Context: an optimization exercise on an open-source flow, tuned for small area. The choices shown serve that exercise and are no tape-out recipe. The RTL was checked by simulation tests, not by an equivalence proof against the original design. Power is estimated from default activity; no workload was simulated.

the previous run:
// SAL_ARBITER_RR_64TO1
module SAL_ARBITER_RR_64TO1
#(
    parameter   REQ_CNT                 = 64
  , parameter   REQ_CNT_LG2             = $clog2(REQ_CNT)
  , parameter   DATA_WIDTH              = 12
)
(
    input   wire                        clk
  , input   wire                        rst_n
  , input   wire    [REQ_CNT-1:0]       req_arr_i
  , input   wire    [REQ_CNT*DATA_WIDTH-1:0] data_arr_i   
  , output  wire    [REQ_CNT-1:0]       gnt_arr_o
  , output  logic                       req_o
  , output  logic   [DATA_WIDTH-1:0]    data_o
  , input   wire                        gnt_i
);
Size: ~1,000 cells after synthesis, ~910 I/O pins, ~0.0070 sq mm of cells after synthesis.
==> module SAL_ARBITER_RR_MID, before the edit <==
module SAL_ARBITER_RR_MID
(
    input   wire                        rst_n
  , input   wire    [3:0]               act_i
  , input   wire    [1:0]               b_i
  , input   wire                        sel_i
  , input   wire                        gnt_i
  , input   wire    [3:0]               ng_i
  , output  wire    [3:0]               sel_o
  , output  wire    [1:0]               b_o
  , output  wire                        act_o
  , output  wire                        upd_o
);
    wire    [1:0]   nb;
    wire    [3:0]   nblk;
    SAL_RR_INV u_nb1 (.a(b_i[1]), .y(nb[1]));
    SAL_RR_INV u_nb0 (.a(b_i[0]), .y(nb[0]));
    wire    [3:0]   L = {b_i[1], b_i[0], nb[1], nb[0]};
    wire    [3:0]   t;
    genvar x;
    for (x = 0; x < 4; x = x + 1) begin : g_x
        SAL_RR_A211O u_t    (.a1(act_i[(x+1)%4]), .a2(L[(x+3)%4]), .b1(act_i[(x+3)%4]), .c1(act_i[(x+2)%4]), .y(t[x]));
        SAL_RR_A22OI u_nblk (.a1(L[x]), .a2(t[x]), .b1(act_i[(x+3)%4]), .b2(L[(x+1)%4]), .y(nblk[x]));
    end
    assign sel_o = nblk;
    SAL_RR_AND2 u_upd (.a(sel_i), .b(gnt_i), .y(upd_o));
    SAL_RR_O2111AI u_nx1 (.a1(nb[1]), .a2(upd_o), .b1(rst_n), .c1(ng_i[0]), .d1(ng_i[3]), .y(b_o[1]));
    SAL_RR_O2111AI u_nx0 (.a1(nb[0]), .a2(upd_o), .b1(rst_n), .c1(ng_i[2]), .d1(ng_i[3]), .y(b_o[0]));
    SAL_RR_OR4 u_act (.a(act_i[0]), .b(act_i[1]), .c(act_i[2]), .d(act_i[3]), .y(act_o));
endmodule
==> module SAL_ARBITER_RR_ROOT, before the edit <==
module SAL_ARBITER_RR_ROOT
(
    input   wire                        rst
  , input   wire    [3:0]               act_i
  , input   wire    [1:0]               nb_i
  , input   wire                        gnt_i
  , input   wire    [3:0]               upd_i
  , output  wire    [3:0]               sel_o
  , output  wire    [1:0]               nb_o
  , output  wire                        act_o
);
    wire    [1:0]   b;
    wire    [3:0]   nblk;
    wire            ng;
    SAL_RR_INV u_b1 (.a(nb_i[1]), .y(b[1]));
    SAL_RR_INV u_b0 (.a(nb_i[0]), .y(b[0]));
    SAL_ARBITER_RR_4TO1 u_blk (.act_i(act_i), .b_i(b), .nb_i(nb_i), .nblk_o(nblk));
    genvar x;
    for (x = 0; x < 4; x = x + 1) begin : g_x
        SAL_RR_AND2 u_sel (.a(act_i[x]), .b(nblk[x]), .y(sel_o[x]));
    end
    SAL_RR_OR4 u_act (.a(act_i[0]), .b(act_i[1]), .c(act_i[2]), .d(act_i[3]), .y(act_o));
    SAL_RR_NAND2 u_ng (.a(act_o), .b(gnt_i), .y(ng));
    SAL_RR_A2111OI u_nx1 (.a1(b[1]), .a2(ng), .b1(upd_i[0]), .c1(upd_i[3]), .d1(rst), .y(nb_o[1]));
    SAL_RR_A2111OI u_nx0 (.a1(b[0]), .a2(ng), .b1(upd_i[2]), .c1(upd_i[3]), .d1(rst), .y(nb_o[0]));
endmodule
clock: 5.5 ns
lec_check: 0
cap_margin: 20
core_area: 10 10 170 170
die_area: 0 0 180 180
gpl_timing_driven: 0
slew_margin: 20
synth_hierarchical: 1
standard.sh (not shown) runs the stock make flow with config.mk's settings and CLKGATE_MAP_FILE= SYNTH_SCRIPT=/design/flow/synth_recipe.tcl, a recipe that flattens the netlist after the stock synthesis.
==> flow/flow/run.sh <==
#!/bin/bash
# The standard layout, with four changes:
#  - every combinational cell of the synthesized netlist starts at the
#    smallest-area variant of its type (downsize.tcl); timing repair in the
#    placement sizes up the ones the timing needs;
#  - every port is buffered by the smallest buffer cell (buf_1) instead of the
#    cell buffer_ports picks by default;
#  - the ports are placed by requester, in order around the die (pins.tcl),
#    one routing track apart, so that the die can be small;
#  - the clock tree gets no dummy loads.
set -euo pipefail
export BUFFER_PORTS_ARGS="-buffer_cell sky130_fd_sc_hd__buf_1"
export PRE_IO_PLACEMENT_TCL="$PWD/flow/pins.tcl"
export PLACE_PINS_ARGS="-min_distance 1 -min_distance_in_tracks"
export CTS_ARGS="-sink_clustering_enable -repair_clock_nets -buf_list sky130_fd_sc_hd__clkbuf_8 -dont_use_dummy_load"
R=orfs/results/$FLOW_PLATFORM/SAL_ARBITER_RR_64TO1/base
bash standard.sh synth > synth.log 2>&1
ODB_IN=$R/1_synth.odb ODB_OUT=$R/1_synth.odb DONT_USE_CELLS="" \
  openroad -no_init -exit flow/downsize.tcl > downsize.log 2>&1
bash standard.sh > layout.log 2>&1
Other scripts of this flow, unchanged in this note and not shown: flow/flow/downsize.tcl, flow/flow/pins.tcl
Relative to the previous run, the following input files were edited for the current run:
--- a/flow/design.v
+++ b/flow/design.v
@@ -91,18 +91,15 @@
     wire    [1:0]   nb;
     wire    [3:0]   nblk;
+    wire            n01, n23;
     SAL_RR_INV u_nb1 (.a(b_i[1]), .y(nb[1]));
     SAL_RR_INV u_nb0 (.a(b_i[0]), .y(nb[0]));
-    wire    [3:0]   L = {b_i[1], b_i[0], nb[1], nb[0]};
-    wire    [3:0]   t;
-    genvar x;
-    for (x = 0; x < 4; x = x + 1) begin : g_x
-        SAL_RR_A211O u_t    (.a1(act_i[(x+1)%4]), .a2(L[(x+3)%4]), .b1(act_i[(x+3)%4]), .c1(act_i[(x+2)%4]), .y(t[x]));
-        SAL_RR_A22OI u_nblk (.a1(L[x]), .a2(t[x]), .b1(act_i[(x+3)%4]), .b2(L[(x+1)%4]), .y(nblk[x]));
-    end
+    SAL_ARBITER_RR_4TO1 u_blk (.act_i(act_i), .b_i(b_i), .nb_i(nb), .nblk_o(nblk));
     assign sel_o = nblk;
     SAL_RR_AND2 u_upd (.a(sel_i), .b(gnt_i), .y(upd_o));
     SAL_RR_O2111AI u_nx1 (.a1(nb[1]), .a2(upd_o), .b1(rst_n), .c1(ng_i[0]), .d1(ng_i[3]), .y(b_o[1]));
     SAL_RR_O2111AI u_nx0 (.a1(nb[0]), .a2(upd_o), .b1(rst_n), .c1(ng_i[2]), .d1(ng_i[3]), .y(b_o[0]));
-    SAL_RR_OR4 u_act (.a(act_i[0]), .b(act_i[1]), .c(act_i[2]), .d(act_i[3]), .y(act_o));
+    SAL_RR_NOR2  u_n01 (.a(act_i[0]), .b(act_i[1]), .y(n01));
+    SAL_RR_NOR2  u_n23 (.a(act_i[2]), .b(act_i[3]), .y(n23));
+    SAL_RR_NAND2 u_act (.a(n01), .b(n23), .y(act_o));
 endmodule
 module SAL_ARBITER_RR_ROOT
@@ -119,5 +116,5 @@
     wire    [1:0]   b;
     wire    [3:0]   nblk;
-    wire            ng;
+    wire            ng, n01, n23;
     SAL_RR_INV u_b1 (.a(nb_i[1]), .y(b[1]));
     SAL_RR_INV u_b0 (.a(nb_i[0]), .y(b[0]));
@@ -127,5 +124,7 @@
         SAL_RR_AND2 u_sel (.a(act_i[x]), .b(nblk[x]), .y(sel_o[x]));
     end
-    SAL_RR_OR4 u_act (.a(act_i[0]), .b(act_i[1]), .c(act_i[2]), .d(act_i[3]), .y(act_o));
+    SAL_RR_NOR2  u_n01 (.a(act_i[0]), .b(act_i[1]), .y(n01));
+    SAL_RR_NOR2  u_n23 (.a(act_i[2]), .b(act_i[3]), .y(n23));
+    SAL_RR_NAND2 u_act (.a(n01), .b(n23), .y(act_o));
     SAL_RR_NAND2 u_ng (.a(act_o), .b(gnt_i), .y(ng));
     SAL_RR_A2111OI u_nx1 (.a1(b[1]), .a2(ng), .b1(upd_i[0]), .c1(upd_i[3]), .d1(rst), .y(nb_o[1]));
--- outcome ---
- Diff the previous run -> the current run | met3 track utilization from global routing | increase of 0.46 points
- Summary of the current run over the previous run: global-route usage +1.4 points; multi-input logic area +0.57%.
- Between the previous run and the current run, the combinational share of power is lower for the previous run.
- The previous run leaves less setup margin than the current run.
- The current run vs. the previous run: count of multi-input combinational gates now larger; via count of the first global-routing pass now larger.
- Sort the previous run and the current run by weighted congestion reported at the end of routability-driven placement asc -> top: the previous run
- Going from the previous run to the current run, proportion of cell area occupied by registers closely matched the old numbers, clock power decreased by about 5% relative to the old numbers, post-layout instance area closely matched the old numbers.

==> separate check: timing with driven ports <==
The results above use ideal ports. As a check the final layouts listed here were re-extracted and re-timed, cells and wires unchanged.
Step 1 sets driving cells, clkbuf_16 on the clock port and buf_2 on the other inputs (assumed; they add their load-dependent delay and slew).
Step 2, shift: input delay + t, output delay - t, t = (earliest + latest rising clock arrival at the registers) / 2. This alone moves slack from input paths to output paths.
a / b / c = ideal ports / drivers / drivers and shift; a / b = the first two.
run	t, ns	setup slack, ns	hold WS [ns]	worst setup path after step 2	worst slew at a driven data input, ns
the previous run	0.334	0.199 / 0.141 / 0.141	0.560 / 0.560 / 0.560	input to output	0.10
the current run	0.332	0.379 / 0.322 / 0.322	0.568 / 0.568 / 0.568	input to output	0.11
After both steps every run listed still meets setup and hold. For the previous run, which loses most, drivers alone change the setup slack by -0.058 ns; drivers and shift together by -0.058 ns.
